From an optimization exercise on the open Yosys and OpenROAD flow, aimed at small area and a short achievable clock period; shortcuts taken in it are not production practice.
Function was checked by simulation only, so behaviour that the tests miss may differ from the original.
No activity file was given, so power comes from the tool's default toggle rates.

$ cat flow/config.mk
export PLATFORM = sky130hd
export DESIGN_NAME = pwl
export DESIGN_NICKNAME = pwl
export VERILOG_FILES = /design/flow/design.v
export SDC_FILE = /design/flow/constraint.sdc
export NUM_CORES = 4
export LEC_CHECK = 0
export CAP_MARGIN = 20
export CORE_MARGIN = 2
export CORE_UTILIZATION = 40
export CTS_BUF_LIST = sky130_fd_sc_hd__clkbuf_4 sky130_fd_sc_hd__clkbuf_8
export SETUP_SLACK_MARGIN = 5
export SLEW_MARGIN = 20
export SYNTH_HIERARCHICAL = 1
export BUFFER_PORTS_ARGS = -buffer_cell sky130_fd_sc_hd__buf_1
export REMOVE_ABC_BUFFERS = 1
export CTS_ARGS = -sink_clustering_enable -repair_clock_nets -dont_use_dummy_load -sink_clustering_size 30 -buf_list "sky130_fd_sc_hd__clkbuf_4 sky130_fd_sc_hd__clkbuf_8"
export PRE_FLOORPLAN_TCL = /design/flow/flow/downsize.tcl
$ cat flow/constraint.sdc
create_clock -name core_clock -period 9.0 [get_ports {clk}]
set_input_delay 1.8000 -clock core_clock [delete_from_list [all_inputs] [get_ports {clk}]]
set_output_delay 1.8000 -clock core_clock [all_outputs]
set_load 0.01 [all_outputs]
$ cat flow/design.v
module pwl(
  input signed [13:0] x,
  input signed [13:0] x0,
  input signed [13:0] x1,
  input signed [13:0] x2,
  input signed [13:0] x3,
  input signed [13:0] x4,
  input signed [13:0] x5,
  input signed [13:0] x6,
  input signed [13:0] x7,
  input signed [13:0] x8,
  input signed [13:0] k0,
  input signed [13:0] k1,
  input signed [13:0] k2,
  input signed [13:0] k3,
  input signed [13:0] k4,
  input signed [13:0] k5,
  input signed [13:0] k6,
  input signed [13:0] k7,
  input signed [13:0] k8,
  input signed [13:0] k9,
  input signed [13:0] b0,
  input signed [13:0] b1,
  input signed [13:0] b2,
  input signed [13:0] b3,
  input signed [13:0] b4,
  input signed [13:0] b5,
  input signed [13:0] b6,
  input signed [13:0] b7,
  input signed [13:0] b8,
  input signed [13:0] b9,
  input clk,
  output reg signed [27:0] out
);
wire [8:0] ge;
wire [13:0] nx = ~x;
pwl_ge14 u_ge0(.nx(nx), .b(x0), .y(ge[0]));
pwl_ge14 u_ge1(.nx(nx), .b(x1), .y(ge[1]));
pwl_ge14 u_ge2(.nx(nx), .b(x2), .y(ge[2]));
pwl_ge14 u_ge3(.nx(nx), .b(x3), .y(ge[3]));
pwl_ge14 u_ge4(.nx(nx), .b(x4), .y(ge[4]));
pwl_ge14 u_ge5(.nx(nx), .b(x5), .y(ge[5]));
pwl_ge14 u_ge6(.nx(nx), .b(x6), .y(ge[6]));
pwl_ge14 u_ge7(.nx(nx), .b(x7), .y(ge[7]));
pwl_ge14 u_ge8(.nx(nx), .b(x8), .y(ge[8]));
wire [9:0] sel;
assign sel[0] = ~ge[8];
assign sel[1] = ge[8] & ~ge[7];
assign sel[2] = ge[7] & ~ge[6];
assign sel[3] = ge[6] & ~ge[5];
assign sel[4] = ge[5] & ~ge[4];
assign sel[5] = ge[4] & ~ge[3];
assign sel[6] = ge[3] & ~ge[2];
assign sel[7] = ge[2] & ~ge[1];
assign sel[8] = ge[1] & ~ge[0];
assign sel[9] = ge[0];
wire [27:0] kb_sel;
genvar g;
generate for (g = 0; g < 28; g = g + 1) begin : selb
  wire [9:0] d;
  if (g < 14) begin : kk
    assign d = {k9[g], k8[g], k7[g], k6[g], k5[g], k4[g], k3[g], k2[g], k1[g], k0[g]};
  end else begin : bb
    assign d = {b9[g-14], b8[g-14], b7[g-14], b6[g-14], b5[g-14], b4[g-14], b3[g-14], b2[g-14], b1[g-14], b0[g-14]};
  end
  pwl_sel10 u_sel(.s(sel), .d(d), .y(kb_sel[g]));
end endgenerate
wire [14:0] xe = {x, 1'b0};
wire [6:0] one_d, two_d, neg_d;
generate for (g = 0; g < 7; g = g + 1) begin : enc
  assign one_d[g] = xe[2*g+1] ^ xe[2*g];
  assign two_d[g] = (xe[2*g+2] & ~xe[2*g+1] & ~xe[2*g]) | (~xe[2*g+2] & xe[2*g+1] & xe[2*g]);
  assign neg_d[g] = xe[2*g+2];
end endgenerate
reg [13:0] k_r, b_r;
reg [6:0] one_r, two_r, neg_r;
always @(posedge clk) begin
  k_r <= kb_sel[13:0]; b_r <= kb_sel[27:14];
  one_r <= one_d; two_r <= two_d; neg_r <= neg_d;
end
wire pp0_0;
wire pp0_1;
wire pp0_2;
wire pp0_3;
wire pp0_4;
wire pp0_5;
wire pp0_6;
wire pp0_7;
wire pp0_8;
wire pp0_9;
wire pp0_10;
wire pp0_11;
wire pp0_12;
wire pp0_13;
wire pp0_14;
wire pp1_0;
wire pp1_1;
wire pp1_2;
wire pp1_3;
wire pp1_4;
wire pp1_5;
wire pp1_6;
wire pp1_7;
wire pp1_8;
wire pp1_9;
wire pp1_10;
wire pp1_11;
wire pp1_12;
wire pp1_13;
wire pp1_14;
wire pp2_0;
wire pp2_1;
wire pp2_2;
wire pp2_3;
wire pp2_4;
wire pp2_5;
wire pp2_6;
wire pp2_7;
wire pp2_8;
wire pp2_9;
wire pp2_10;
wire pp2_11;
wire pp2_12;
wire pp2_13;
wire pp2_14;
wire pp3_0;
wire pp3_1;
wire pp3_2;
wire pp3_3;
wire pp3_4;
wire pp3_5;
wire pp3_6;
wire pp3_7;
wire pp3_8;
wire pp3_9;
wire pp3_10;
wire pp3_11;
wire pp3_12;
wire pp3_13;
wire pp3_14;
wire pp4_0;
wire pp4_1;
wire pp4_2;
wire pp4_3;
wire pp4_4;
wire pp4_5;
wire pp4_6;
wire pp4_7;
wire pp4_8;
wire pp4_9;
wire pp4_10;
wire pp4_11;
wire pp4_12;
wire pp4_13;
wire pp4_14;
wire pp5_0;
wire pp5_1;
wire pp5_2;
wire pp5_3;
wire pp5_4;
wire pp5_5;
wire pp5_6;
wire pp5_7;
wire pp5_8;
wire pp5_9;
wire pp5_10;
wire pp5_11;
wire pp5_12;
wire pp5_13;
wire pp5_14;
wire pp6_0;
wire pp6_1;
wire pp6_2;
wire pp6_3;
wire pp6_4;
wire pp6_5;
wire pp6_6;
wire pp6_7;
wire pp6_8;
wire pp6_9;
wire pp6_10;
wire pp6_11;
wire pp6_12;
wire pp6_13;
wire pp6_14;
wire b13n;
wire n1;
wire n2;
wire n3;
wire n4;
wire n5;
wire n6;
wire n7;
wire s8, c9;
wire s10, c11;
wire s12, c13;
wire s14, c15;
wire s16, c17;
wire s18, c19;
wire s20, c21;
wire s22, c23;
wire s24, c25;
wire s26, c27;
wire s28, c29;
wire s30, c31;
wire s32, c33;
wire s34, c35;
wire s36, c37;
wire s38, c39;
wire s40, c41;
wire s42, c43;
wire s44, c45;
wire s46, c47;
wire s48, c49;
wire s50, c51;
wire s52, c53;
wire s54, c55;
wire s56, c57;
wire s58, c59;
wire s60, c61;
wire s62, c63;
wire s64, c65;
wire s66, c67;
wire s68, c69;
wire s70, c71;
wire s72, c73;
wire s74, c75;
wire s76, c77;
wire s78, c79;
wire s80, c81;
wire s82, c83;
wire s84, c85;
wire s86, c87;
wire s88, c89;
wire s90, c91;
wire s92, c93;
wire s94, c95;
wire s96, c97;
wire s98, c99;
wire s100, c101;
wire s102, c103;
wire s104, c105;
wire s106, c107;
wire s108, c109;
wire s110, c111;
wire s112, c113;
wire s114, c115;
wire s116, c117;
wire s118, c119;
wire s120, c121;
wire s122, c123;
wire s124, c125;
wire s126, c127;
wire s128, c129;
wire s130, c131;
wire s132, c133;
wire s134, c135;
wire s136, c137;
wire s138, c139;
wire s140, c141;
wire s142, c143;
wire s144, c145;
wire s146, c147;
wire s148, c149;
wire s150, c151;
wire s152, c153;
wire s154, c155;
wire s156, c157;
wire s158, c159;
wire s160, c161;
wire s162, c163;
wire s164, c165;
wire s166, c167;
wire s168, c169;
wire s170, c171;
wire s172, c173;
wire s174, c175;
wire s176, c177;
wire s178, c179;
wire s180, c181;
wire s182, c183;
wire s184, c185;
wire s186, c187;
wire s188, c189;
wire s190, c191;
wire s192, c193;
wire s194, c195;
wire s196, c197;
wire s198, c199;
wire s200, c201;
wire s202, c203;
wire s204, c205;
wire s206, c207;
wire s208, c209;
wire s210, c211;
wire s212, c213;
wire s214, c215;
wire s216, c217;
pwl_bpp0 u_pp0_0(.k1(k_r[0]), .one(one_r[0]), .neg(neg_r[0]), .y(pp0_0));
pwl_bpp u_pp0_1(.k1(k_r[1]), .k0(k_r[0]), .one(one_r[0]), .two(two_r[0]), .neg(neg_r[0]), .y(pp0_1));
pwl_bpp u_pp0_2(.k1(k_r[2]), .k0(k_r[1]), .one(one_r[0]), .two(two_r[0]), .neg(neg_r[0]), .y(pp0_2));
pwl_bpp u_pp0_3(.k1(k_r[3]), .k0(k_r[2]), .one(one_r[0]), .two(two_r[0]), .neg(neg_r[0]), .y(pp0_3));
pwl_bpp u_pp0_4(.k1(k_r[4]), .k0(k_r[3]), .one(one_r[0]), .two(two_r[0]), .neg(neg_r[0]), .y(pp0_4));
pwl_bpp u_pp0_5(.k1(k_r[5]), .k0(k_r[4]), .one(one_r[0]), .two(two_r[0]), .neg(neg_r[0]), .y(pp0_5));
pwl_bpp u_pp0_6(.k1(k_r[6]), .k0(k_r[5]), .one(one_r[0]), .two(two_r[0]), .neg(neg_r[0]), .y(pp0_6));
pwl_bpp u_pp0_7(.k1(k_r[7]), .k0(k_r[6]), .one(one_r[0]), .two(two_r[0]), .neg(neg_r[0]), .y(pp0_7));
pwl_bpp u_pp0_8(.k1(k_r[8]), .k0(k_r[7]), .one(one_r[0]), .two(two_r[0]), .neg(neg_r[0]), .y(pp0_8));
pwl_bpp u_pp0_9(.k1(k_r[9]), .k0(k_r[8]), .one(one_r[0]), .two(two_r[0]), .neg(neg_r[0]), .y(pp0_9));
pwl_bpp u_pp0_10(.k1(k_r[10]), .k0(k_r[9]), .one(one_r[0]), .two(two_r[0]), .neg(neg_r[0]), .y(pp0_10));
pwl_bpp u_pp0_11(.k1(k_r[11]), .k0(k_r[10]), .one(one_r[0]), .two(two_r[0]), .neg(neg_r[0]), .y(pp0_11));
pwl_bpp u_pp0_12(.k1(k_r[12]), .k0(k_r[11]), .one(one_r[0]), .two(two_r[0]), .neg(neg_r[0]), .y(pp0_12));
pwl_bpp u_pp0_13(.k1(k_r[13]), .k0(k_r[12]), .one(one_r[0]), .two(two_r[0]), .neg(neg_r[0]), .y(pp0_13));
pwl_bppn u_pp0_14(.k1(k_r[13]), .k0(k_r[13]), .one(one_r[0]), .two(two_r[0]), .neg(neg_r[0]), .y(pp0_14));
pwl_bpp0 u_pp1_0(.k1(k_r[0]), .one(one_r[1]), .neg(neg_r[1]), .y(pp1_0));
pwl_bpp u_pp1_1(.k1(k_r[1]), .k0(k_r[0]), .one(one_r[1]), .two(two_r[1]), .neg(neg_r[1]), .y(pp1_1));
pwl_bpp u_pp1_2(.k1(k_r[2]), .k0(k_r[1]), .one(one_r[1]), .two(two_r[1]), .neg(neg_r[1]), .y(pp1_2));
pwl_bpp u_pp1_3(.k1(k_r[3]), .k0(k_r[2]), .one(one_r[1]), .two(two_r[1]), .neg(neg_r[1]), .y(pp1_3));
pwl_bpp u_pp1_4(.k1(k_r[4]), .k0(k_r[3]), .one(one_r[1]), .two(two_r[1]), .neg(neg_r[1]), .y(pp1_4));
pwl_bpp u_pp1_5(.k1(k_r[5]), .k0(k_r[4]), .one(one_r[1]), .two(two_r[1]), .neg(neg_r[1]), .y(pp1_5));
pwl_bpp u_pp1_6(.k1(k_r[6]), .k0(k_r[5]), .one(one_r[1]), .two(two_r[1]), .neg(neg_r[1]), .y(pp1_6));
pwl_bpp u_pp1_7(.k1(k_r[7]), .k0(k_r[6]), .one(one_r[1]), .two(two_r[1]), .neg(neg_r[1]), .y(pp1_7));
pwl_bpp u_pp1_8(.k1(k_r[8]), .k0(k_r[7]), .one(one_r[1]), .two(two_r[1]), .neg(neg_r[1]), .y(pp1_8));
pwl_bpp u_pp1_9(.k1(k_r[9]), .k0(k_r[8]), .one(one_r[1]), .two(two_r[1]), .neg(neg_r[1]), .y(pp1_9));
pwl_bpp u_pp1_10(.k1(k_r[10]), .k0(k_r[9]), .one(one_r[1]), .two(two_r[1]), .neg(neg_r[1]), .y(pp1_10));
pwl_bpp u_pp1_11(.k1(k_r[11]), .k0(k_r[10]), .one(one_r[1]), .two(two_r[1]), .neg(neg_r[1]), .y(pp1_11));
pwl_bpp u_pp1_12(.k1(k_r[12]), .k0(k_r[11]), .one(one_r[1]), .two(two_r[1]), .neg(neg_r[1]), .y(pp1_12));
pwl_bpp u_pp1_13(.k1(k_r[13]), .k0(k_r[12]), .one(one_r[1]), .two(two_r[1]), .neg(neg_r[1]), .y(pp1_13));
pwl_bppn u_pp1_14(.k1(k_r[13]), .k0(k_r[13]), .one(one_r[1]), .two(two_r[1]), .neg(neg_r[1]), .y(pp1_14));
pwl_bpp0 u_pp2_0(.k1(k_r[0]), .one(one_r[2]), .neg(neg_r[2]), .y(pp2_0));
pwl_bpp u_pp2_1(.k1(k_r[1]), .k0(k_r[0]), .one(one_r[2]), .two(two_r[2]), .neg(neg_r[2]), .y(pp2_1));
pwl_bpp u_pp2_2(.k1(k_r[2]), .k0(k_r[1]), .one(one_r[2]), .two(two_r[2]), .neg(neg_r[2]), .y(pp2_2));
pwl_bpp u_pp2_3(.k1(k_r[3]), .k0(k_r[2]), .one(one_r[2]), .two(two_r[2]), .neg(neg_r[2]), .y(pp2_3));
pwl_bpp u_pp2_4(.k1(k_r[4]), .k0(k_r[3]), .one(one_r[2]), .two(two_r[2]), .neg(neg_r[2]), .y(pp2_4));
pwl_bpp u_pp2_5(.k1(k_r[5]), .k0(k_r[4]), .one(one_r[2]), .two(two_r[2]), .neg(neg_r[2]), .y(pp2_5));
pwl_bpp u_pp2_6(.k1(k_r[6]), .k0(k_r[5]), .one(one_r[2]), .two(two_r[2]), .neg(neg_r[2]), .y(pp2_6));
pwl_bpp u_pp2_7(.k1(k_r[7]), .k0(k_r[6]), .one(one_r[2]), .two(two_r[2]), .neg(neg_r[2]), .y(pp2_7));
pwl_bpp u_pp2_8(.k1(k_r[8]), .k0(k_r[7]), .one(one_r[2]), .two(two_r[2]), .neg(neg_r[2]), .y(pp2_8));
pwl_bpp u_pp2_9(.k1(k_r[9]), .k0(k_r[8]), .one(one_r[2]), .two(two_r[2]), .neg(neg_r[2]), .y(pp2_9));
pwl_bpp u_pp2_10(.k1(k_r[10]), .k0(k_r[9]), .one(one_r[2]), .two(two_r[2]), .neg(neg_r[2]), .y(pp2_10));
pwl_bpp u_pp2_11(.k1(k_r[11]), .k0(k_r[10]), .one(one_r[2]), .two(two_r[2]), .neg(neg_r[2]), .y(pp2_11));
pwl_bpp u_pp2_12(.k1(k_r[12]), .k0(k_r[11]), .one(one_r[2]), .two(two_r[2]), .neg(neg_r[2]), .y(pp2_12));
pwl_bpp u_pp2_13(.k1(k_r[13]), .k0(k_r[12]), .one(one_r[2]), .two(two_r[2]), .neg(neg_r[2]), .y(pp2_13));
pwl_bppn u_pp2_14(.k1(k_r[13]), .k0(k_r[13]), .one(one_r[2]), .two(two_r[2]), .neg(neg_r[2]), .y(pp2_14));
pwl_bpp0 u_pp3_0(.k1(k_r[0]), .one(one_r[3]), .neg(neg_r[3]), .y(pp3_0));
pwl_bpp u_pp3_1(.k1(k_r[1]), .k0(k_r[0]), .one(one_r[3]), .two(two_r[3]), .neg(neg_r[3]), .y(pp3_1));
pwl_bpp u_pp3_2(.k1(k_r[2]), .k0(k_r[1]), .one(one_r[3]), .two(two_r[3]), .neg(neg_r[3]), .y(pp3_2));
pwl_bpp u_pp3_3(.k1(k_r[3]), .k0(k_r[2]), .one(one_r[3]), .two(two_r[3]), .neg(neg_r[3]), .y(pp3_3));
pwl_bpp u_pp3_4(.k1(k_r[4]), .k0(k_r[3]), .one(one_r[3]), .two(two_r[3]), .neg(neg_r[3]), .y(pp3_4));
pwl_bpp u_pp3_5(.k1(k_r[5]), .k0(k_r[4]), .one(one_r[3]), .two(two_r[3]), .neg(neg_r[3]), .y(pp3_5));
pwl_bpp u_pp3_6(.k1(k_r[6]), .k0(k_r[5]), .one(one_r[3]), .two(two_r[3]), .neg(neg_r[3]), .y(pp3_6));
pwl_bpp u_pp3_7(.k1(k_r[7]), .k0(k_r[6]), .one(one_r[3]), .two(two_r[3]), .neg(neg_r[3]), .y(pp3_7));
pwl_bpp u_pp3_8(.k1(k_r[8]), .k0(k_r[7]), .one(one_r[3]), .two(two_r[3]), .neg(neg_r[3]), .y(pp3_8));
pwl_bpp u_pp3_9(.k1(k_r[9]), .k0(k_r[8]), .one(one_r[3]), .two(two_r[3]), .neg(neg_r[3]), .y(pp3_9));
pwl_bpp u_pp3_10(.k1(k_r[10]), .k0(k_r[9]), .one(one_r[3]), .two(two_r[3]), .neg(neg_r[3]), .y(pp3_10));
pwl_bpp u_pp3_11(.k1(k_r[11]), .k0(k_r[10]), .one(one_r[3]), .two(two_r[3]), .neg(neg_r[3]), .y(pp3_11));
pwl_bpp u_pp3_12(.k1(k_r[12]), .k0(k_r[11]), .one(one_r[3]), .two(two_r[3]), .neg(neg_r[3]), .y(pp3_12));
pwl_bpp u_pp3_13(.k1(k_r[13]), .k0(k_r[12]), .one(one_r[3]), .two(two_r[3]), .neg(neg_r[3]), .y(pp3_13));
pwl_bppn u_pp3_14(.k1(k_r[13]), .k0(k_r[13]), .one(one_r[3]), .two(two_r[3]), .neg(neg_r[3]), .y(pp3_14));
pwl_bpp0 u_pp4_0(.k1(k_r[0]), .one(one_r[4]), .neg(neg_r[4]), .y(pp4_0));
pwl_bpp u_pp4_1(.k1(k_r[1]), .k0(k_r[0]), .one(one_r[4]), .two(two_r[4]), .neg(neg_r[4]), .y(pp4_1));
pwl_bpp u_pp4_2(.k1(k_r[2]), .k0(k_r[1]), .one(one_r[4]), .two(two_r[4]), .neg(neg_r[4]), .y(pp4_2));
pwl_bpp u_pp4_3(.k1(k_r[3]), .k0(k_r[2]), .one(one_r[4]), .two(two_r[4]), .neg(neg_r[4]), .y(pp4_3));
pwl_bpp u_pp4_4(.k1(k_r[4]), .k0(k_r[3]), .one(one_r[4]), .two(two_r[4]), .neg(neg_r[4]), .y(pp4_4));
pwl_bpp u_pp4_5(.k1(k_r[5]), .k0(k_r[4]), .one(one_r[4]), .two(two_r[4]), .neg(neg_r[4]), .y(pp4_5));
pwl_bpp u_pp4_6(.k1(k_r[6]), .k0(k_r[5]), .one(one_r[4]), .two(two_r[4]), .neg(neg_r[4]), .y(pp4_6));
pwl_bpp u_pp4_7(.k1(k_r[7]), .k0(k_r[6]), .one(one_r[4]), .two(two_r[4]), .neg(neg_r[4]), .y(pp4_7));
pwl_bpp u_pp4_8(.k1(k_r[8]), .k0(k_r[7]), .one(one_r[4]), .two(two_r[4]), .neg(neg_r[4]), .y(pp4_8));
pwl_bpp u_pp4_9(.k1(k_r[9]), .k0(k_r[8]), .one(one_r[4]), .two(two_r[4]), .neg(neg_r[4]), .y(pp4_9));
pwl_bpp u_pp4_10(.k1(k_r[10]), .k0(k_r[9]), .one(one_r[4]), .two(two_r[4]), .neg(neg_r[4]), .y(pp4_10));
pwl_bpp u_pp4_11(.k1(k_r[11]), .k0(k_r[10]), .one(one_r[4]), .two(two_r[4]), .neg(neg_r[4]), .y(pp4_11));
pwl_bpp u_pp4_12(.k1(k_r[12]), .k0(k_r[11]), .one(one_r[4]), .two(two_r[4]), .neg(neg_r[4]), .y(pp4_12));
pwl_bpp u_pp4_13(.k1(k_r[13]), .k0(k_r[12]), .one(one_r[4]), .two(two_r[4]), .neg(neg_r[4]), .y(pp4_13));
pwl_bppn u_pp4_14(.k1(k_r[13]), .k0(k_r[13]), .one(one_r[4]), .two(two_r[4]), .neg(neg_r[4]), .y(pp4_14));
pwl_bpp0 u_pp5_0(.k1(k_r[0]), .one(one_r[5]), .neg(neg_r[5]), .y(pp5_0));
pwl_bpp u_pp5_1(.k1(k_r[1]), .k0(k_r[0]), .one(one_r[5]), .two(two_r[5]), .neg(neg_r[5]), .y(pp5_1));
pwl_bpp u_pp5_2(.k1(k_r[2]), .k0(k_r[1]), .one(one_r[5]), .two(two_r[5]), .neg(neg_r[5]), .y(pp5_2));
pwl_bpp u_pp5_3(.k1(k_r[3]), .k0(k_r[2]), .one(one_r[5]), .two(two_r[5]), .neg(neg_r[5]), .y(pp5_3));
pwl_bpp u_pp5_4(.k1(k_r[4]), .k0(k_r[3]), .one(one_r[5]), .two(two_r[5]), .neg(neg_r[5]), .y(pp5_4));
pwl_bpp u_pp5_5(.k1(k_r[5]), .k0(k_r[4]), .one(one_r[5]), .two(two_r[5]), .neg(neg_r[5]), .y(pp5_5));
pwl_bpp u_pp5_6(.k1(k_r[6]), .k0(k_r[5]), .one(one_r[5]), .two(two_r[5]), .neg(neg_r[5]), .y(pp5_6));
pwl_bpp u_pp5_7(.k1(k_r[7]), .k0(k_r[6]), .one(one_r[5]), .two(two_r[5]), .neg(neg_r[5]), .y(pp5_7));
pwl_bpp u_pp5_8(.k1(k_r[8]), .k0(k_r[7]), .one(one_r[5]), .two(two_r[5]), .neg(neg_r[5]), .y(pp5_8));
pwl_bpp u_pp5_9(.k1(k_r[9]), .k0(k_r[8]), .one(one_r[5]), .two(two_r[5]), .neg(neg_r[5]), .y(pp5_9));
pwl_bpp u_pp5_10(.k1(k_r[10]), .k0(k_r[9]), .one(one_r[5]), .two(two_r[5]), .neg(neg_r[5]), .y(pp5_10));
pwl_bpp u_pp5_11(.k1(k_r[11]), .k0(k_r[10]), .one(one_r[5]), .two(two_r[5]), .neg(neg_r[5]), .y(pp5_11));
pwl_bpp u_pp5_12(.k1(k_r[12]), .k0(k_r[11]), .one(one_r[5]), .two(two_r[5]), .neg(neg_r[5]), .y(pp5_12));
pwl_bpp u_pp5_13(.k1(k_r[13]), .k0(k_r[12]), .one(one_r[5]), .two(two_r[5]), .neg(neg_r[5]), .y(pp5_13));
pwl_bppn u_pp5_14(.k1(k_r[13]), .k0(k_r[13]), .one(one_r[5]), .two(two_r[5]), .neg(neg_r[5]), .y(pp5_14));
pwl_bpp0 u_pp6_0(.k1(k_r[0]), .one(one_r[6]), .neg(neg_r[6]), .y(pp6_0));
pwl_bpp u_pp6_1(.k1(k_r[1]), .k0(k_r[0]), .one(one_r[6]), .two(two_r[6]), .neg(neg_r[6]), .y(pp6_1));
pwl_bpp u_pp6_2(.k1(k_r[2]), .k0(k_r[1]), .one(one_r[6]), .two(two_r[6]), .neg(neg_r[6]), .y(pp6_2));
pwl_bpp u_pp6_3(.k1(k_r[3]), .k0(k_r[2]), .one(one_r[6]), .two(two_r[6]), .neg(neg_r[6]), .y(pp6_3));
pwl_bpp u_pp6_4(.k1(k_r[4]), .k0(k_r[3]), .one(one_r[6]), .two(two_r[6]), .neg(neg_r[6]), .y(pp6_4));
pwl_bpp u_pp6_5(.k1(k_r[5]), .k0(k_r[4]), .one(one_r[6]), .two(two_r[6]), .neg(neg_r[6]), .y(pp6_5));
pwl_bpp u_pp6_6(.k1(k_r[6]), .k0(k_r[5]), .one(one_r[6]), .two(two_r[6]), .neg(neg_r[6]), .y(pp6_6));
pwl_bpp u_pp6_7(.k1(k_r[7]), .k0(k_r[6]), .one(one_r[6]), .two(two_r[6]), .neg(neg_r[6]), .y(pp6_7));
pwl_bpp u_pp6_8(.k1(k_r[8]), .k0(k_r[7]), .one(one_r[6]), .two(two_r[6]), .neg(neg_r[6]), .y(pp6_8));
pwl_bpp u_pp6_9(.k1(k_r[9]), .k0(k_r[8]), .one(one_r[6]), .two(two_r[6]), .neg(neg_r[6]), .y(pp6_9));
pwl_bpp u_pp6_10(.k1(k_r[10]), .k0(k_r[9]), .one(one_r[6]), .two(two_r[6]), .neg(neg_r[6]), .y(pp6_10));
pwl_bpp u_pp6_11(.k1(k_r[11]), .k0(k_r[10]), .one(one_r[6]), .two(two_r[6]), .neg(neg_r[6]), .y(pp6_11));
pwl_bpp u_pp6_12(.k1(k_r[12]), .k0(k_r[11]), .one(one_r[6]), .two(two_r[6]), .neg(neg_r[6]), .y(pp6_12));
pwl_bpp u_pp6_13(.k1(k_r[13]), .k0(k_r[12]), .one(one_r[6]), .two(two_r[6]), .neg(neg_r[6]), .y(pp6_13));
pwl_bppn u_pp6_14(.k1(k_r[13]), .k0(k_r[13]), .one(one_r[6]), .two(two_r[6]), .neg(neg_r[6]), .y(pp6_14));
assign b13n = ~b_r[13];
assign n1 = ~b13n;
assign n2 = ~pp6_3;
assign n3 = ~pp6_5;
assign n4 = ~pp6_7;
assign n5 = ~pp6_9;
assign n6 = ~pp6_11;
assign n7 = ~pp6_13;
pwl_fa u_s8(.a(neg_r[0]), .b(b_r[0]), .c(pp0_0), .s(s8), .co(c9));
pwl_fa u_s10(.a(b_r[1]), .b(pp0_1), .c(c9), .s(s10), .co(c11));
pwl_fa u_s12(.a(neg_r[1]), .b(b_r[2]), .c(pp0_2), .s(s12), .co(c13));
pwl_fa u_s14(.a(pp1_0), .b(s12), .c(c11), .s(s14), .co(c15));
pwl_fa u_s16(.a(b_r[3]), .b(pp0_3), .c(pp1_1), .s(s16), .co(c17));
pwl_fa u_s18(.a(c13), .b(s16), .c(c15), .s(s18), .co(c19));
pwl_fa u_s20(.a(neg_r[2]), .b(b_r[4]), .c(pp0_4), .s(s20), .co(c21));
pwl_fa u_s22(.a(pp1_2), .b(pp2_0), .c(c17), .s(s22), .co(c23));
pwl_ha u_s24(.a(s20), .b(s22), .s(s24), .co(c25));
pwl_fa u_s26(.a(b_r[5]), .b(pp0_5), .c(pp1_3), .s(s26), .co(c27));
pwl_fa u_s28(.a(pp2_1), .b(c21), .c(s26), .s(s28), .co(c29));
pwl_fa u_s30(.a(c23), .b(s28), .c(c25), .s(s30), .co(c31));
pwl_fa u_s32(.a(neg_r[3]), .b(b_r[6]), .c(pp0_6), .s(s32), .co(c33));
pwl_fa u_s34(.a(pp1_4), .b(pp2_2), .c(pp3_0), .s(s34), .co(c35));
pwl_fa u_s36(.a(c27), .b(s32), .c(s34), .s(s36), .co(c37));
pwl_ha u_s38(.a(c29), .b(s36), .s(s38), .co(c39));
pwl_fa u_s40(.a(b_r[7]), .b(pp0_7), .c(pp1_5), .s(s40), .co(c41));
pwl_fa u_s42(.a(pp2_3), .b(pp3_1), .c(c33), .s(s42), .co(c43));
pwl_fa u_s44(.a(c35), .b(s40), .c(c37), .s(s44), .co(c45));
pwl_fa u_s46(.a(s42), .b(c39), .c(s44), .s(s46), .co(c47));
pwl_fa u_s48(.a(neg_r[4]), .b(b_r[8]), .c(pp0_8), .s(s48), .co(c49));
pwl_fa u_s50(.a(pp1_6), .b(pp2_4), .c(pp3_2), .s(s50), .co(c51));
pwl_fa u_s52(.a(pp4_0), .b(c41), .c(s48), .s(s52), .co(c53));
pwl_fa u_s54(.a(s50), .b(c43), .c(s52), .s(s54), .co(c55));
pwl_ha u_s56(.a(c45), .b(s54), .s(s56), .co(c57));
pwl_fa u_s58(.a(b_r[9]), .b(pp0_9), .c(pp1_7), .s(s58), .co(c59));
pwl_fa u_s60(.a(pp2_5), .b(pp3_3), .c(pp4_1), .s(s60), .co(c61));
pwl_fa u_s62(.a(c49), .b(c51), .c(s58), .s(s62), .co(c63));
pwl_fa u_s64(.a(s60), .b(c53), .c(s62), .s(s64), .co(c65));
pwl_ha u_s66(.a(c55), .b(s64), .s(s66), .co(c67));
pwl_fa u_s68(.a(neg_r[5]), .b(b_r[10]), .c(pp0_10), .s(s68), .co(c69));
pwl_fa u_s70(.a(pp1_8), .b(pp2_6), .c(pp3_4), .s(s70), .co(c71));
pwl_fa u_s72(.a(pp4_2), .b(pp5_0), .c(c59), .s(s72), .co(c73));
pwl_fa u_s74(.a(c61), .b(s68), .c(s70), .s(s74), .co(c75));
pwl_fa u_s76(.a(c63), .b(s72), .c(s74), .s(s76), .co(c77));
pwl_ha u_s78(.a(c65), .b(s76), .s(s78), .co(c79));
pwl_fa u_s80(.a(b_r[11]), .b(pp0_11), .c(pp1_9), .s(s80), .co(c81));
pwl_fa u_s82(.a(pp2_7), .b(pp3_5), .c(pp4_3), .s(s82), .co(c83));
pwl_fa u_s84(.a(pp5_1), .b(c69), .c(c71), .s(s84), .co(c85));
pwl_fa u_s86(.a(s80), .b(s82), .c(c73), .s(s86), .co(c87));
pwl_fa u_s88(.a(c75), .b(s84), .c(s86), .s(s88), .co(c89));
pwl_ha u_s90(.a(c77), .b(c79), .s(s90), .co(c91));
pwl_fa u_s92(.a(neg_r[6]), .b(b_r[12]), .c(pp0_12), .s(s92), .co(c93));
pwl_fa u_s94(.a(pp1_10), .b(pp2_8), .c(pp3_6), .s(s94), .co(c95));
pwl_fa u_s96(.a(pp4_4), .b(pp5_2), .c(pp6_0), .s(s96), .co(c97));
pwl_fa u_s98(.a(c81), .b(c83), .c(s92), .s(s98), .co(c99));
pwl_fa u_s100(.a(s94), .b(s96), .c(c85), .s(s100), .co(c101));
pwl_fa u_s102(.a(s98), .b(c87), .c(s100), .s(s102), .co(c103));
pwl_ha u_s104(.a(c89), .b(s102), .s(s104), .co(c105));
pwl_fa u_s106(.a(n1), .b(pp0_13), .c(pp1_11), .s(s106), .co(c107));
pwl_fa u_s108(.a(pp2_9), .b(pp3_7), .c(pp4_5), .s(s108), .co(c109));
pwl_fa u_s110(.a(pp5_3), .b(pp6_1), .c(c93), .s(s110), .co(c111));
pwl_fa u_s112(.a(c95), .b(c97), .c(s106), .s(s112), .co(c113));
pwl_fa u_s114(.a(s108), .b(c99), .c(s110), .s(s114), .co(c115));
pwl_fa u_s116(.a(s112), .b(c101), .c(s114), .s(s116), .co(c117));
pwl_ha u_s118(.a(c103), .b(s116), .s(s118), .co(c119));
pwl_fa u_s120(.a(b13n), .b(pp0_14), .c(pp1_12), .s(s120), .co(c121));
pwl_fa u_s122(.a(pp2_10), .b(pp3_8), .c(pp4_6), .s(s122), .co(c123));
pwl_fa u_s124(.a(pp5_4), .b(pp6_2), .c(c107), .s(s124), .co(c125));
pwl_fa u_s126(.a(c109), .b(s120), .c(s122), .s(s126), .co(c127));
pwl_fa u_s128(.a(c111), .b(c113), .c(s124), .s(s128), .co(c129));
pwl_fa u_s130(.a(s126), .b(c115), .c(s128), .s(s130), .co(c131));
pwl_ha u_s132(.a(c117), .b(s130), .s(s132), .co(c133));
pwl_fa u_s134(.a(pp1_13), .b(pp2_11), .c(pp3_9), .s(s134), .co(c135));
pwl_fa u_s136(.a(pp4_7), .b(pp5_5), .c(n2), .s(s136), .co(c137));
pwl_fa u_s138(.a(c121), .b(c123), .c(s134), .s(s138), .co(c139));
pwl_fa u_s140(.a(s136), .b(c125), .c(c127), .s(s140), .co(c141));
pwl_fa u_s142(.a(s138), .b(c129), .c(s140), .s(s142), .co(c143));
pwl_ha u_s144(.a(c131), .b(s142), .s(s144), .co(c145));
pwl_fa u_s146(.a(pp1_14), .b(pp2_12), .c(pp3_10), .s(s146), .co(c147));
pwl_fa u_s148(.a(pp4_8), .b(pp5_6), .c(pp6_4), .s(s148), .co(c149));
pwl_fa u_s150(.a(pp6_3), .b(c135), .c(s146), .s(s150), .co(c151));
pwl_fa u_s152(.a(s148), .b(c137), .c(c139), .s(s152), .co(c153));
pwl_fa u_s154(.a(s150), .b(c141), .c(s152), .s(s154), .co(c155));
pwl_ha u_s156(.a(c143), .b(s154), .s(s156), .co(c157));
pwl_fa u_s158(.a(pp2_13), .b(pp3_11), .c(pp4_9), .s(s158), .co(c159));
pwl_fa u_s160(.a(pp5_7), .b(n3), .c(c147), .s(s160), .co(c161));
pwl_fa u_s162(.a(c149), .b(s158), .c(c151), .s(s162), .co(c163));
pwl_fa u_s164(.a(s160), .b(c153), .c(s162), .s(s164), .co(c165));
pwl_ha u_s166(.a(c155), .b(s164), .s(s166), .co(c167));
pwl_fa u_s168(.a(pp2_14), .b(pp3_12), .c(pp4_10), .s(s168), .co(c169));
pwl_fa u_s170(.a(pp5_8), .b(pp6_6), .c(pp6_5), .s(s170), .co(c171));
pwl_fa u_s172(.a(c159), .b(s168), .c(s170), .s(s172), .co(c173));
pwl_fa u_s174(.a(c161), .b(s172), .c(c163), .s(s174), .co(c175));
pwl_ha u_s176(.a(c165), .b(s174), .s(s176), .co(c177));
pwl_fa u_s178(.a(pp3_13), .b(pp4_11), .c(pp5_9), .s(s178), .co(c179));
pwl_fa u_s180(.a(n4), .b(c169), .c(c171), .s(s180), .co(c181));
pwl_fa u_s182(.a(s178), .b(c173), .c(s180), .s(s182), .co(c183));
pwl_ha u_s184(.a(s182), .b(c175), .s(s184), .co(c185));
pwl_fa u_s186(.a(pp3_14), .b(pp4_12), .c(pp5_10), .s(s186), .co(c187));
pwl_fa u_s188(.a(pp6_8), .b(pp6_7), .c(c179), .s(s188), .co(c189));
pwl_fa u_s190(.a(s186), .b(c181), .c(s188), .s(s190), .co(c191));
pwl_ha u_s192(.a(c183), .b(s190), .s(s192), .co(c193));
pwl_fa u_s194(.a(pp4_13), .b(pp5_11), .c(n5), .s(s194), .co(c195));
pwl_fa u_s196(.a(c187), .b(s194), .c(c189), .s(s196), .co(c197));
pwl_ha u_s198(.a(c191), .b(s196), .s(s198), .co(c199));
pwl_fa u_s200(.a(pp4_14), .b(pp5_12), .c(pp6_10), .s(s200), .co(c201));
pwl_fa u_s202(.a(pp6_9), .b(s200), .c(c195), .s(s202), .co(c203));
pwl_ha u_s204(.a(s202), .b(c197), .s(s204), .co(c205));
pwl_fa u_s206(.a(pp5_13), .b(n6), .c(c201), .s(s206), .co(c207));
pwl_ha u_s208(.a(s206), .b(c203), .s(s208), .co(c209));
pwl_fa u_s210(.a(pp5_14), .b(pp6_12), .c(pp6_11), .s(s210), .co(c211));
pwl_fa u_s212(.a(s210), .b(c207), .c(c209), .s(s212), .co(c213));
pwl_ha u_s214(.a(n7), .b(c211), .s(s214), .co(c215));
pwl_fa u_s216(.a(pp6_14), .b(pp6_13), .c(c215), .s(s216), .co(c217));
reg [46:0] r2;
always @(posedge clk) r2 <= {c217, s216, s214, c213, s212, s208, c205, s204, c199, s198, c193, s192, c185, s184, c177, s176, c167, s166, c157, s156, c145, s144, c133, s132, c119, s118, c105, s104, c91, s90, s88, s78, c67, s66, c57, s56, c47, s46, s38, c31, s30, s24, c19, s18, s14, s10, s8};
wire cs226, cc227;
pwl_ha u_cs226(.a(r2[4]), .b(r2[5]), .s(cs226), .co(cc227));
wire cs230, cc231;
pwl_ha u_cs230(.a(r2[7]), .b(r2[8]), .s(cs230), .co(cc231));
wire cs232, cc233;
pwl_ha u_cs232(.a(r2[9]), .b(cc231), .s(cs232), .co(cc233));
wire cs234, cc235;
pwl_fa u_cs234(.a(r2[10]), .b(r2[11]), .c(cc233), .s(cs234), .co(cc235));
wire cs236, cc237;
pwl_fa u_cs236(.a(r2[12]), .b(r2[13]), .c(cc235), .s(cs236), .co(cc237));
wire cs238, cc239;
pwl_fa u_cs238(.a(r2[14]), .b(r2[15]), .c(cc237), .s(cs238), .co(cc239));
wire cin240 = cc227;
wire cin241 = cc239 | ((r2[6] & cs230 & cs232 & cs234 & cs236 & cs238) & cin240);
wire cs242, cc243;
pwl_ha u_cs242(.a(r2[16]), .b(r2[17]), .s(cs242), .co(cc243));
wire cs244, cc245;
pwl_fa u_cs244(.a(r2[18]), .b(r2[19]), .c(cc243), .s(cs244), .co(cc245));
wire cs246, cc247;
pwl_fa u_cs246(.a(r2[20]), .b(r2[21]), .c(cc245), .s(cs246), .co(cc247));
wire cs248, cc249;
pwl_fa u_cs248(.a(r2[22]), .b(r2[23]), .c(cc247), .s(cs248), .co(cc249));
wire cs250, cc251;
pwl_fa u_cs250(.a(r2[24]), .b(r2[25]), .c(cc249), .s(cs250), .co(cc251));
wire cs252, cc253;
pwl_fa u_cs252(.a(r2[26]), .b(r2[27]), .c(cc251), .s(cs252), .co(cc253));
wire cin254 = cin241;
wire cin255 = cc253 | ((cs242 & cs244 & cs246 & cs248 & cs250 & cs252) & cin254);
wire cs256, cc257;
pwl_ha u_cs256(.a(r2[28]), .b(r2[29]), .s(cs256), .co(cc257));
wire cs258, cc259;
pwl_fa u_cs258(.a(r2[30]), .b(r2[31]), .c(cc257), .s(cs258), .co(cc259));
wire cs260, cc261;
pwl_fa u_cs260(.a(r2[32]), .b(r2[33]), .c(cc259), .s(cs260), .co(cc261));
wire cs262, cc263;
pwl_fa u_cs262(.a(r2[34]), .b(r2[35]), .c(cc261), .s(cs262), .co(cc263));
wire cs264, cc265;
pwl_fa u_cs264(.a(r2[36]), .b(r2[37]), .c(cc263), .s(cs264), .co(cc265));
wire cs266, cc267;
pwl_fa u_cs266(.a(r2[38]), .b(r2[39]), .c(cc265), .s(cs266), .co(cc267));
wire cin268 = cin255;
wire cin269 = cc267 | ((cs256 & cs258 & cs260 & cs262 & cs264 & cs266) & cin268);
wire cs270, cc271;
pwl_ha u_cs270(.a(r2[40]), .b(r2[41]), .s(cs270), .co(cc271));
wire cs272, cc273;
pwl_ha u_cs272(.a(r2[42]), .b(cc271), .s(cs272), .co(cc273));
wire cs274, cc275;
pwl_fa u_cs274(.a(r2[43]), .b(r2[44]), .c(cc273), .s(cs274), .co(cc275));
wire cs276, cc277;
pwl_ha u_cs276(.a(r2[45]), .b(cc275), .s(cs276), .co(cc277));
wire cs278;
assign cs278 = ~(r2[46] ^ cc277);
wire cin280 = cin269;
wire cin281 = 1'b0 | ((cs270 & cs272 & cs274 & cs276 & cs278) & cin280);
wire [27:0] res = {(cs278 ^ (cin280 & cs270 & cs272 & cs274 & cs276)), (cs276 ^ (cin280 & cs270 & cs272 & cs274)), (cs274 ^ (cin280 & cs270 & cs272)), (cs272 ^ (cin280 & cs270)), (cs270 ^ (cin280)), (cs266 ^ (cin268 & cs256 & cs258 & cs260 & cs262 & cs264)), (cs264 ^ (cin268 & cs256 & cs258 & cs260 & cs262)), (cs262 ^ (cin268 & cs256 & cs258 & cs260)), (cs260 ^ (cin268 & cs256 & cs258)), (cs258 ^ (cin268 & cs256)), (cs256 ^ (cin268)), (cs252 ^ (cin254 & cs242 & cs244 & cs246 & cs248 & cs250)), (cs250 ^ (cin254 & cs242 & cs244 & cs246 & cs248)), (cs248 ^ (cin254 & cs242 & cs244 & cs246)), (cs246 ^ (cin254 & cs242 & cs244)), (cs244 ^ (cin254 & cs242)), (cs242 ^ (cin254)), (cs238 ^ (cin240 & r2[6] & cs230 & cs232 & cs234 & cs236)), (cs236 ^ (cin240 & r2[6] & cs230 & cs232 & cs234)), (cs234 ^ (cin240 & r2[6] & cs230 & cs232)), (cs232 ^ (cin240 & r2[6] & cs230)), (cs230 ^ (cin240 & r2[6])), (r2[6] ^ (cin240)), cs226, r2[3], r2[2], r2[1], r2[0]};
always @(posedge clk) out <= res;
endmodule
module pwl_ge14(input [13:0] nx, input [13:0] b, output y);
  wire [13:0] g, p;
  assign g[12:0] = ~(nx[12:0] | b[12:0]);
  assign p[12:0] = ~(nx[12:0] & b[12:0]);
  assign g[13] = nx[13] & b[13];
  assign p[13] = nx[13] | b[13];
  wire g10 = g[1] | (p[1] & p[0]);
  wire g32 = g[3] | (p[3] & g[2]);  wire p32 = p[3] & p[2];
  wire g54 = g[5] | (p[5] & g[4]);  wire p54 = p[5] & p[4];
  wire g76 = g[7] | (p[7] & g[6]);  wire p76 = p[7] & p[6];
  wire g98 = g[9] | (p[9] & g[8]);  wire p98 = p[9] & p[8];
  wire gba = g[11] | (p[11] & g[10]); wire pba = p[11] & p[10];
  wire gdc = g[13] | (p[13] & g[12]); wire pdc = p[13] & p[12];
  wire g3_0 = g32 | (p32 & g10);
  wire g7_4 = g76 | (p76 & g54); wire p7_4 = p76 & p54;
  wire gb_8 = gba | (pba & g98); wire pb_8 = pba & p98;
  wire g7_0 = g7_4 | (p7_4 & g3_0);
  wire gd_8 = gdc | (pdc & gb_8); wire pd_8 = pdc & pb_8;
  assign y = gd_8 | (pd_8 & g7_0);
endmodule
module pwl_sel10(input [9:0] s, input [9:0] d, output y);
  wire n0, n1, n2, n3;
  pwl_aoi222 u0(.s(s[2:0]), .d(d[2:0]), .yn(n0));
  pwl_aoi222 u1(.s(s[5:3]), .d(d[5:3]), .yn(n1));
  pwl_aoi222 u2(.s(s[8:6]), .d(d[8:6]), .yn(n2));
  assign n3 = ~(s[9] & d[9]);
  assign y = ~(n0 & n1 & n2 & n3);
endmodule
module pwl_aoi222(input [2:0] s, input [2:0] d, output yn);
  assign yn = ~((s[0] & d[0]) | (s[1] & d[1]) | (s[2] & d[2]));
endmodule
module pwl_bpp(input k1, input k0, input one, input two, input neg, output y);
  assign y = ((one & k1) | (two & k0)) ^ neg;
endmodule
module pwl_bpp0(input k1, input one, input neg, output y);
  assign y = (one & k1) ^ neg;
endmodule
module pwl_bppn(input k1, input k0, input one, input two, input neg, output y);
  assign y = ~(((one & k1) | (two & k0)) ^ neg);
endmodule
module pwl_fa(input a, input b, input c, output s, output co);
  assign s = a ^ b ^ c;
  assign co = (a & b) | (a & c) | (b & c);
endmodule
module pwl_ha(input a, input b, output s, output co);
  assign s = a ^ b;
  assign co = a & b;
endmodule
module pwl_ha1(input a, input b, output s, output co);
  assign s = ~(a ^ b);
  assign co = a | b;
endmodule
module pwl_ha_nn(input a, input b, output s, output co);
  assign s = a ^ b;
  assign co = ~(a | b);
endmodule
module pwl_ha_pn(input a, input b, output s, output co);
  assign s = a ^ b;
  assign co = a & ~b;
endmodule
$ cat flow/flow/run.sh
#!/bin/bash
# Standard ORFS layout (the standard.sh) with these changes:
#  - port buffers use sky130_fd_sc_hd__buf_1 instead of the resizer's default choice;
#  - buffers left by synthesis are removed at floorplan (repair_design re-buffers as needed);
#  - before floorplan every combinational cell is swapped for the smallest-area cell of the
#    same function (flow/downsize.tcl); later timing/design repair upsizes where needed;
#  - clock tree synthesis adds no dummy loads and clusters up to 30 sinks per buffer.
set -euo pipefail
here=$(pwd)
cat >> config.mk <<EOC
export BUFFER_PORTS_ARGS = -buffer_cell sky130_fd_sc_hd__buf_1
export REMOVE_ABC_BUFFERS = 1
export CTS_ARGS = -sink_clustering_enable -repair_clock_nets -dont_use_dummy_load -sink_clustering_size 30 -buf_list "sky130_fd_sc_hd__clkbuf_4 sky130_fd_sc_hd__clkbuf_8"
export PRE_FLOORPLAN_TCL = $here/flow/downsize.tcl
EOC
bash standard.sh > standard_flow.log 2>&1
$ cat flow/flow/downsize.tcl
# Replace each combinational cell with the smallest-area cell of the same function
# (same name stem, other drive strength). Registers, adders and tie cells are kept.
set n 0
set saved 0.0
foreach inst [get_cells *] {
  set cell [get_lib_cells -of_objects $inst]
  set ref [get_name $cell]
  if {![regexp {^(sky130_fd_sc_hd__[a-z0-9]+)_([0-9]+)$} $ref -> stem drive]} { continue }
  if {[regexp {__(df|dl|sdf|edf|fa|ha|conb|tap|clk|fill|decap|diode)} $stem]} { continue }
  set best $ref
  set best_area [get_property $cell area]
  foreach cand [get_lib_cells ${stem}_*] {
    set cname [get_name $cand]
    if {![regexp "^${stem}_\[0-9\]+\$" $cname]} { continue }
    set a [get_property $cand area]
    if {$a < $best_area - 1e-6} { set best $cname; set best_area $a }
  }
  if {$best ne $ref} {
    set saved [expr {$saved + [get_property $cell area] - $best_area}]
    replace_cell $inst $best
    incr n
  }
}
puts "downsize: replaced $n cells, saved [format %.1f $saved] um2"
$ cat flow/standard.sh
#!/bin/bash
# synth_recipe.tcl (not shown) runs the flow's synth.tcl, then flattens the netlist and writes it again
# the make line also repeats each setting of config.mk as NAME=value (left out here)
make -C /OpenROAD-flow-scripts/flow DESIGN_CONFIG=/design/flow/config.mk WORK_HOME=/design/flow/orfs CLKGATE_MAP_FILE= SYNTH_SCRIPT=/design/flow/synth_recipe.tcl "${@:-finish}"
==> flow_summary.yaml, run 1 <==
outcome:
  status: "complete, no violations"
floorplanning:
  io_pins: 449
  core_um2: 24400
  die_h_um: 162
  row_count: 57
  die_w_um: 162
  die_area_um2: 26100
  initial_core_util_pct: 40.8
finish:
  drive_gt1_share_pct: 8.96
  final_cell_mix: "buf_1 (437), a22oi_1 (125), dfxtp_1 (123)"
  final_cells: 1830
  nFillCells: 2364
  fin_nets: 2065
  layout_commonest_cell: "buf_1"
pwr:
  p_sw_share_pct: 45.2
  p_per_area_nw_per_um2: 302
  p_switching_w: 0.00177
  p_seq_share_pct: 25.8
  combPwrFrac_pct: 64.9
  internal-power_w: 0.00215
  leakage_nw: 4.54
  pwr-share-clk_pct: 9.3
  irDropWorstVdd_mv: 0.174
detailed_routing:
  drtPass1Iterations: 10
  ant_nets: 0
  vias: 11700
  first_iter_violations: 2015
  avgRoutedWirePerCell_um: 27.3
  drt-total-wl_um: 50000
  drc: 0
  via_per_inst: 6.41
placed_design:
  place_congestion: 1.02
  hpwl_um: 38900
  io_buffer_count: 448
  placedCellCount: 1758
clock_network:
  root_buffer: "clkbuf_8"
  cts_made_buffers: 17
  h-tree-depth: 4
  clkSlewWorstSetupHoldPaths_ns: 0.08
  cts_tree: "built"
  insertion_delay_ns: 0.46
  cts_max_path_buffers: 2
  hold_buffers: 0
  clkSinkCount: 124
sta:
  finalSetupTns_ns: 0
  tightest_slew_ns: 1.12
  period_share_pct: 45.1
  report.final.slew_viol_count: 0
  finalCriticalPeriod_ns: 4.06
  fin_skew_ns: 0.0439
  rsz0062_at_grt: "yes"
  setup_viol: 0
  slew_headroom_pct: 25.2
  final_hold_viol_count: 0
  whs_ns: 0.332
  clock.fmax_mhz: 246
critical_path:
  endpoint_kind: "flip-flop"
  critPathRequiredTime_ns: 9.27
  start_kind: "input port"
  critical_path_arrival_ns: 4.33
  crit_type: "in -> reg"
  cp_max_fo: 28
grt:
  antenna_found_initial: 10
  track_usage_pct: 36.8
  grt-ovfl-total: 0
  grt_pass1_vias: 11200
  grt_max_degree: 30
  grt_pass1_wl_um: 70800
logic_synthesis:
  yosysWarnings: 7
  synthCells: 973
hold_path:
  hold_class: "reg -> reg"
flow_run:
  max_cap_viol_count: 0
state kept, by name, summed over array words and instances (netlist names):
register and flops:
b_r 14, k_r 14, neg_r 7, one_r 7, out 28, r2 47, two_r 7
cell type report:
type	count	area, µm²	share of cell area (%)
antenna	10	25.0	0.192
clock buffer	17	234	1.80
inverter	24	139	1.07
multi-input combinational	825	7530	57.9
sequential	124	2480	19.1
tap	324	405	3.12
timing repair buffer	497	2120	16.3
timing repair inverter	9	65.1	0.500
power groups by stage:
stage          combinational [W]  sequential (W)  clock, W
2_1_floorplan            0.00140        0.000999         0
3_3_place_gp             0.00237         0.00102         0
3_5_place_dp             0.00240         0.00102         0
4_1_cts                  0.00246         0.00101  0.000376
5_1_grt                  0.00283         0.00104  0.000397
6_report                 0.00255         0.00101  0.000364
through the flow:
stage | area, µm² | power, W | worst slack (ns) | utilization [%]
global placement | 12100 | 0.00338 | 4.18 | 49.8
finish | 13000 | 0.00393 | 4.94 | 53.3
floorplan | 9940 | 0.00240 | 4.35 | -
detailed placement | 12100 | 0.00342 | 4.05 | 49.8
global route | 13000 | 0.00426 | 4.85 | 53.3
CTS | 12700 | 0.00385 | 4.99 | 51.9
layer usage:
layer  part of all wire (%)  vias up  GRT usage [%]
li1                       -     5005              -
met1                     41     5661           50.8
met2                     43      901           54.8
met3                     12      154           10.9
met4                    3.6        2           13.4
met5                  0.022        -              0
repair_timing:
item,in CTS,in global routing
gates cloned,7,2
setup endpoints to repair,31,30
endpoints found under the hold margin,0,0
gates resized for setup,30,52
pin swaps,3,14
setup buffers,19,17
critical path, cell delays in order:
cell and delay (ns):
buf_1 0.27, clkinvlp_4 0.14, buf_4 0.20, buf_4 0.16, a21oi_1 0.12, a21oi_1 0.12, a32oi_1 0.21, o21a_1 0.24
nor2b_2 0.07, buf_6 0.19, a222oi_1 0.61, nand4_1 0.17
worst paths after layout:
path | startpoint | endpoint | slack [ns] | cells past startpoint
min | r2[1] | out[1] | 0.33 | 0
max reg2reg | r2[28] | out[27] | 4.97 | 16
min reg2reg | r2[1] | out[1] | 0.33 | 0
max | x[9] | k_r[0] | 4.94 | 12
==> run 2: changes to the inputs <==
--- a/flow/design.v
+++ b/flow/design.v
@@ -519,4 +519,6 @@
 wire cs226, cc227;
 pwl_ha u_cs226(.a(r2[4]), .b(r2[5]), .s(cs226), .co(cc227));
+wire cs228, cc229;
+pwl_ha u_cs228(.a(r2[6]), .b(cc227), .s(cs228), .co(cc229));
 wire cs230, cc231;
 pwl_ha u_cs230(.a(r2[7]), .b(r2[8]), .s(cs230), .co(cc231));
@@ -529,10 +531,10 @@
 wire cs238, cc239;
 pwl_fa u_cs238(.a(r2[14]), .b(r2[15]), .c(cc237), .s(cs238), .co(cc239));
-wire cin240 = cc227;
-wire cin241 = cc239 | ((r2[6] & cs230 & cs232 & cs234 & cs236 & cs238) & cin240);
-wire cs242, cc243;
-pwl_ha u_cs242(.a(r2[16]), .b(r2[17]), .s(cs242), .co(cc243));
+wire cs240, cc241;
+pwl_fa u_cs240(.a(r2[16]), .b(r2[17]), .c(cc239), .s(cs240), .co(cc241));
+wire cin242 = cc229;
+wire cin243 = cc241 | ((cs230 & cs232 & cs234 & cs236 & cs238 & cs240) & cin242);
 wire cs244, cc245;
-pwl_fa u_cs244(.a(r2[18]), .b(r2[19]), .c(cc243), .s(cs244), .co(cc245));
+pwl_ha u_cs244(.a(r2[18]), .b(r2[19]), .s(cs244), .co(cc245));
 wire cs246, cc247;
 pwl_fa u_cs246(.a(r2[20]), .b(r2[21]), .c(cc245), .s(cs246), .co(cc247));
@@ -543,10 +545,10 @@
 wire cs252, cc253;
 pwl_fa u_cs252(.a(r2[26]), .b(r2[27]), .c(cc251), .s(cs252), .co(cc253));
-wire cin254 = cin241;
-wire cin255 = cc253 | ((cs242 & cs244 & cs246 & cs248 & cs250 & cs252) & cin254);
-wire cs256, cc257;
-pwl_ha u_cs256(.a(r2[28]), .b(r2[29]), .s(cs256), .co(cc257));
+wire cs254, cc255;
+pwl_fa u_cs254(.a(r2[28]), .b(r2[29]), .c(cc253), .s(cs254), .co(cc255));
+wire cin256 = cin243;
+wire cin257 = cc255 | ((cs244 & cs246 & cs248 & cs250 & cs252 & cs254) & cin256);
 wire cs258, cc259;
-pwl_fa u_cs258(.a(r2[30]), .b(r2[31]), .c(cc257), .s(cs258), .co(cc259));
+pwl_ha u_cs258(.a(r2[30]), .b(r2[31]), .s(cs258), .co(cc259));
 wire cs260, cc261;
 pwl_fa u_cs260(.a(r2[32]), .b(r2[33]), .c(cc259), .s(cs260), .co(cc261));
@@ -557,6 +559,6 @@
 wire cs266, cc267;
 pwl_fa u_cs266(.a(r2[38]), .b(r2[39]), .c(cc265), .s(cs266), .co(cc267));
-wire cin268 = cin255;
-wire cin269 = cc267 | ((cs256 & cs258 & cs260 & cs262 & cs264 & cs266) & cin268);
+wire cin268 = cin257;
+wire cin269 = cc267 | ((cs258 & cs260 & cs262 & cs264 & cs266) & cin268);
 wire cs270, cc271;
 pwl_ha u_cs270(.a(r2[40]), .b(r2[41]), .s(cs270), .co(cc271));
@@ -571,6 +573,11 @@
 wire cin280 = cin269;
 wire cin281 = 1'b0 | ((cs270 & cs272 & cs274 & cs276 & cs278) & cin280);
-wire [27:0] res = {(cs278 ^ (cin280 & cs270 & cs272 & cs274 & cs276)), (cs276 ^ (cin280 & cs270 & cs272 & cs274)), (cs274 ^ (cin280 & cs270 & cs272)), (cs272 ^ (cin280 & cs270)), (cs270 ^ (cin280)), (cs266 ^ (cin268 & cs256 & cs258 & cs260 & cs262 & cs264)), (cs264 ^ (cin268 & cs256 & cs258 & cs260 & cs262)), (cs262 ^ (cin268 & cs256 & cs258 & cs260)), (cs260 ^ (cin268 & cs256 & cs258)), (cs258 ^ (cin268 & cs256)), (cs256 ^ (cin268)), (cs252 ^ (cin254 & cs242 & cs244 & cs246 & cs248 & cs250)), (cs250 ^ (cin254 & cs242 & cs244 & cs246 & cs248)), (cs248 ^ (cin254 & cs242 & cs244 & cs246)), (cs246 ^ (cin254 & cs242 & cs244)), (cs244 ^ (cin254 & cs242)), (cs242 ^ (cin254)), (cs238 ^ (cin240 & r2[6] & cs230 & cs232 & cs234 & cs236)), (cs236 ^ (cin240 & r2[6] & cs230 & cs232 & cs234)), (cs234 ^ (cin240 & r2[6] & cs230 & cs232)), (cs232 ^ (cin240 & r2[6] & cs230)), (cs230 ^ (cin240 & r2[6])), (r2[6] ^ (cin240)), cs226, r2[3], r2[2], r2[1], r2[0]};
-always @(posedge clk) out <= res;
+reg [27:0] s_r;
+reg [3:0] ci_r;
+always @(posedge clk) begin
+  s_r <= {cs278, cs276, cs274, cs272, cs270, cs266, cs264, cs262, cs260, cs258, cs254, cs252, cs250, cs248, cs246, cs244, cs240, cs238, cs236, cs234, cs232, cs230, cs228, cs226, r2[3], r2[2], r2[1], r2[0]};
+  ci_r <= {cin280, cin268, cin256, cin242};
+end
+always @(*) out = {(s_r[27] ^ (ci_r[3] & s_r[23] & s_r[24] & s_r[25] & s_r[26])), (s_r[26] ^ (ci_r[3] & s_r[23] & s_r[24] & s_r[25])), (s_r[25] ^ (ci_r[3] & s_r[23] & s_r[24])), (s_r[24] ^ (ci_r[3] & s_r[23])), (s_r[23] ^ (ci_r[3])), (s_r[22] ^ (ci_r[2] & s_r[18] & s_r[19] & s_r[20] & s_r[21])), (s_r[21] ^ (ci_r[2] & s_r[18] & s_r[19] & s_r[20])), (s_r[20] ^ (ci_r[2] & s_r[18] & s_r[19])), (s_r[19] ^ (ci_r[2] & s_r[18])), (s_r[18] ^ (ci_r[2])), (s_r[17] ^ (ci_r[1] & s_r[12] & s_r[13] & s_r[14] & s_r[15] & s_r[16])), (s_r[16] ^ (ci_r[1] & s_r[12] & s_r[13] & s_r[14] & s_r[15])), (s_r[15] ^ (ci_r[1] & s_r[12] & s_r[13] & s_r[14])), (s_r[14] ^ (ci_r[1] & s_r[12] & s_r[13])), (s_r[13] ^ (ci_r[1] & s_r[12])), (s_r[12] ^ (ci_r[1])), (s_r[11] ^ (ci_r[0] & s_r[6] & s_r[7] & s_r[8] & s_r[9] & s_r[10])), (s_r[10] ^ (ci_r[0] & s_r[6] & s_r[7] & s_r[8] & s_r[9])), (s_r[9] ^ (ci_r[0] & s_r[6] & s_r[7] & s_r[8])), (s_r[8] ^ (ci_r[0] & s_r[6] & s_r[7])), (s_r[7] ^ (ci_r[0] & s_r[6])), (s_r[6] ^ (ci_r[0])), s_r[5], s_r[4], s_r[3], s_r[2], s_r[1], s_r[0]};
 endmodule
 module pwl_ge14(input [13:0] nx, input [13:0] b, output y);
==> flow/flow/run.sh (replaced) <==
#!/bin/bash
# Standard ORFS layout (the standard.sh) with these changes:
#  - port buffers use sky130_fd_sc_hd__buf_1 instead of the resizer's default choice;
#  - buffers left by synthesis are removed at floorplan (repair_design re-buffers as needed);
#  - before floorplan every combinational cell is swapped for the smallest-area cell of the
#    same function (flow/downsize.tcl); later timing/design repair upsizes where needed;
#  - clock tree synthesis adds no dummy loads.
set -euo pipefail
here=$(pwd)
cat >> config.mk <<EOC
export BUFFER_PORTS_ARGS = -buffer_cell sky130_fd_sc_hd__buf_1
export REMOVE_ABC_BUFFERS = 1
export CTS_ARGS = -sink_clustering_enable -repair_clock_nets -dont_use_dummy_load -buf_list "sky130_fd_sc_hd__clkbuf_4 sky130_fd_sc_hd__clkbuf_8"
export PRE_FLOORPLAN_TCL = $here/flow/downsize.tcl
EOC
bash standard.sh > standard_flow.log 2>&1
--- a/flow/config.mk
+++ b/flow/config.mk
@@ -15,4 +15,4 @@
 export BUFFER_PORTS_ARGS = -buffer_cell sky130_fd_sc_hd__buf_1
 export REMOVE_ABC_BUFFERS = 1
-export CTS_ARGS = -sink_clustering_enable -repair_clock_nets -dont_use_dummy_load -sink_clustering_size 30 -buf_list "sky130_fd_sc_hd__clkbuf_4 sky130_fd_sc_hd__clkbuf_8"
+export CTS_ARGS = -sink_clustering_enable -repair_clock_nets -dont_use_dummy_load -buf_list "sky130_fd_sc_hd__clkbuf_4 sky130_fd_sc_hd__clkbuf_8"
 export PRE_FLOORPLAN_TCL = /design/flow/flow/downsize.tcl
==> flow_summary.yaml, run 2 <==
floorplanning:
  die_h_um: 162
  row_count: 57
  io_pins: 449
  die_area_um2: 26400
  core_um2: 24500
  initial_core_util_pct: 41.1
  die_w_um: 162
finish:
  final_cell_mix: "buf_1 (437), dfxtp_1 (128), a22oi_1 (125)"
  reg_top3: "r2: 47 flops, s_r: 28 flops"
  design_area_um2: 13000
  regMostFlops: "r2"
  largest_reg_flops: 47
  drive_gt1_share_pct: 7.76
  fin_nets: 2064
  final_cells: 1829
  layout_commonest_cell: "buf_1"
pwr:
  p_sw_share_pct: 45.1
  p_per_area_nw_per_um2: 291
  p_seq_share_pct: 27.5
  irDropWorstVdd_mv: 0.157
  p_switching_w: 0.00170
  pwr-share-clk_pct: 9.8
  combPwrFrac_pct: 62.7
  internal-power_w: 0.00207
  leakage_nw: 4.57
grt:
  grt_pass1_wl_um: 73200
  grt_pass1_vias: 11300
  grt-ovfl-total: 0
  antenna_found_initial: 6
  track_usage_pct: 38.0
  grt_max_degree: 30
clock_network:
  cts_made_buffers: 17
  insertion_delay_ns: 0.44
  root_buffer: "clkbuf_8"
  h-tree-depth: 4
  cts_tree: "built"
  clkSinkCount: 128
  clkSlewWorstSetupHoldPaths_ns: 0.06
  cts_max_path_buffers: 2
outcome:
  status: "complete, no violations"
sta:
  tightest_slew_ns: 1.14
  slew_headroom_pct: 23.7
  fin_skew_ns: 0.0327
  finalSetupTns_ns: 0
  clock.fmax_mhz: 250
  final_hold_viol_count: 0
  rsz0062_at_grt: "no"
  period_share_pct: 44.4
  report.final.slew_viol_count: 0
  finalCriticalPeriod_ns: 4.00
  setup_viol: 0
logic_synthesis:
  yosysWarnings: 7
  synthCells: 983
critical_path:
  crit_chain: "clkbuf_4 -> clkinvlp_4 -> buf_4 -> a222oi_1 -> o21ai_0 -> nor2_2 -> o21a_1 -> nor2b_2 -> buf_6 -> a222oi_1 -> nand4_1"
  cp_max_fo: 28
  path_common_cell: "a222oi_1"
  start_kind: "input port"
  critPathRequiredTime_ns: 9.29
  crit_path_max_incr_delay_ns: 0.55
  critPathTopFamily: "compound AO/OA/AOI/OAI gates"
  critical-path-slowest-cell: "a222oi_1"
  cp.depth: 11
  endpoint_kind: "flip-flop"
  rr_worst_depth: 6
  crit_type: "in -> reg"
  critical_path_arrival_ns: 4.28
  cp_num_buf_inv: 4
detailed_routing:
  ant_nets: 0
  wl_met1_um: 21200
  first_iter_violations: 1971
  vias: 11700
  drc: 0
  drt-total-wl_um: 51300
  met2_length_um: 21700
  maxUsedRoutingLayer: "met5"
  drtPass1Iterations: 10
  avgRoutedWirePerCell_um: 28.0
  met3WireLength_um: 6530
  via_per_inst: 6.40
placed_design:
  placed_area_um2: 12200
  placedCellCount: 1762
  io_buffer_count: 448
  hpwl_um: 40200
  place_congestion: 1.14
hold_path:
  hold_class: "reg -> reg"
  whs_path_depth: 0
flow_run:
  max_cap_viol_count: 0
-- run 2: cell type report --
type / instances / area (µm²)
antenna: 10 / 25.0
clock buffer: 17 / 234
fill: 2396 / 11500
inverter: 25 / 143
multi-input combinational: 824 / 7450
sequential: 128 / 2560
tap: 324 / 405
timing repair buffer: 494 / 2090
timing repair inverter: 7 / 50.0
-- run 2: timing repair --
action / CTS / global route
endpoints found under the setup margin: 28 / 28
cloned: 7 / 0
endpoints found under the hold margin: 0 / 0
pin swaps: 3 / 13
setup buffers: 32 / 1
resized for setup: 31 / 35
hold buffers: 0 / 0
-- run 2: final timing paths --
path	startpoint	to	slack (ns)
worst min-delay path	r2[2]	s_r[2]	0.32
worst min register to register	r2[2]	s_r[2]	0.32
worst max-delay path	x[7]	b_r[7]	5.00
worst max register to register	neg_r[3]	r2[21]	5.33
-- run 2: power by group through the flow --
stage	combinational (W)	sequential [W]	clock (W)
after floorplan	0.00141	0.000994	0
after global placement	0.00226	0.00104	0
after detailed placement	0.00230	0.00105	0
after CTS	0.00233	0.00104	0.000382
after global routing	0.00264	0.00106	0.000399
final	0.00237	0.00104	0.000370
-- run 2: metrics by stage --
step / setup WS (ns) / hold slack (ns) / util (%) / power, W
6_report: 5.00 / 0.321 / 53.0 / 0.00377
3_3_place_gp: 4.03 / 0.311 / 50.0 / 0.00330
2_1_floorplan: 4.35 / 0.310 / - / 0.00240
4_1_cts: 5.00 / 0.328 / 52.4 / 0.00375
5_1_grt: 4.97 / 0.336 / 52.9 / 0.00410
3_5_place_dp: 4.05 / 0.315 / 50.0 / 0.00334
-- run 2: layer usage --
layer / GRT usage [%] / vias up
met5: 0 / -
met1: 54.7 / 5740
met4: 12.9 / 2
met2: 54.5 / 839
li1: - / 5001
met3: 10.5 / 122

[afterwards: timing with drivers on the ports]
Ports are ideal in the flow. The routed layouts listed here were re-timed in OpenROAD.
Step 1: set_driving_cell puts a clkbuf_16 on clk and a buf_2 on each other input, an assumption about the parent block.
Step 2 times the ports against the registers' clock, not the clock port: input delays grow and output delays shrink by t, the midpoint of the rising clock arrivals with the driver on.
a / b / c = no drivers / after step 1 / after step 2; a / b = the first two.
| run | shift t [ns] | setup WS [ns] | cell pins on the clock port's net |
|---|---|---|---|
| run 1 | 0.477 | 4.941 / 4.957 / 4.480 | 1 |
| run 2 | 0.469 | 5.004 / 5.010 / 4.541 | 1 |
After both steps setup and hold are still met in every run listed. For run 2, which loses most, drivers alone change the setup slack by +0.006 ns; drivers and shift together by -0.463 ns.
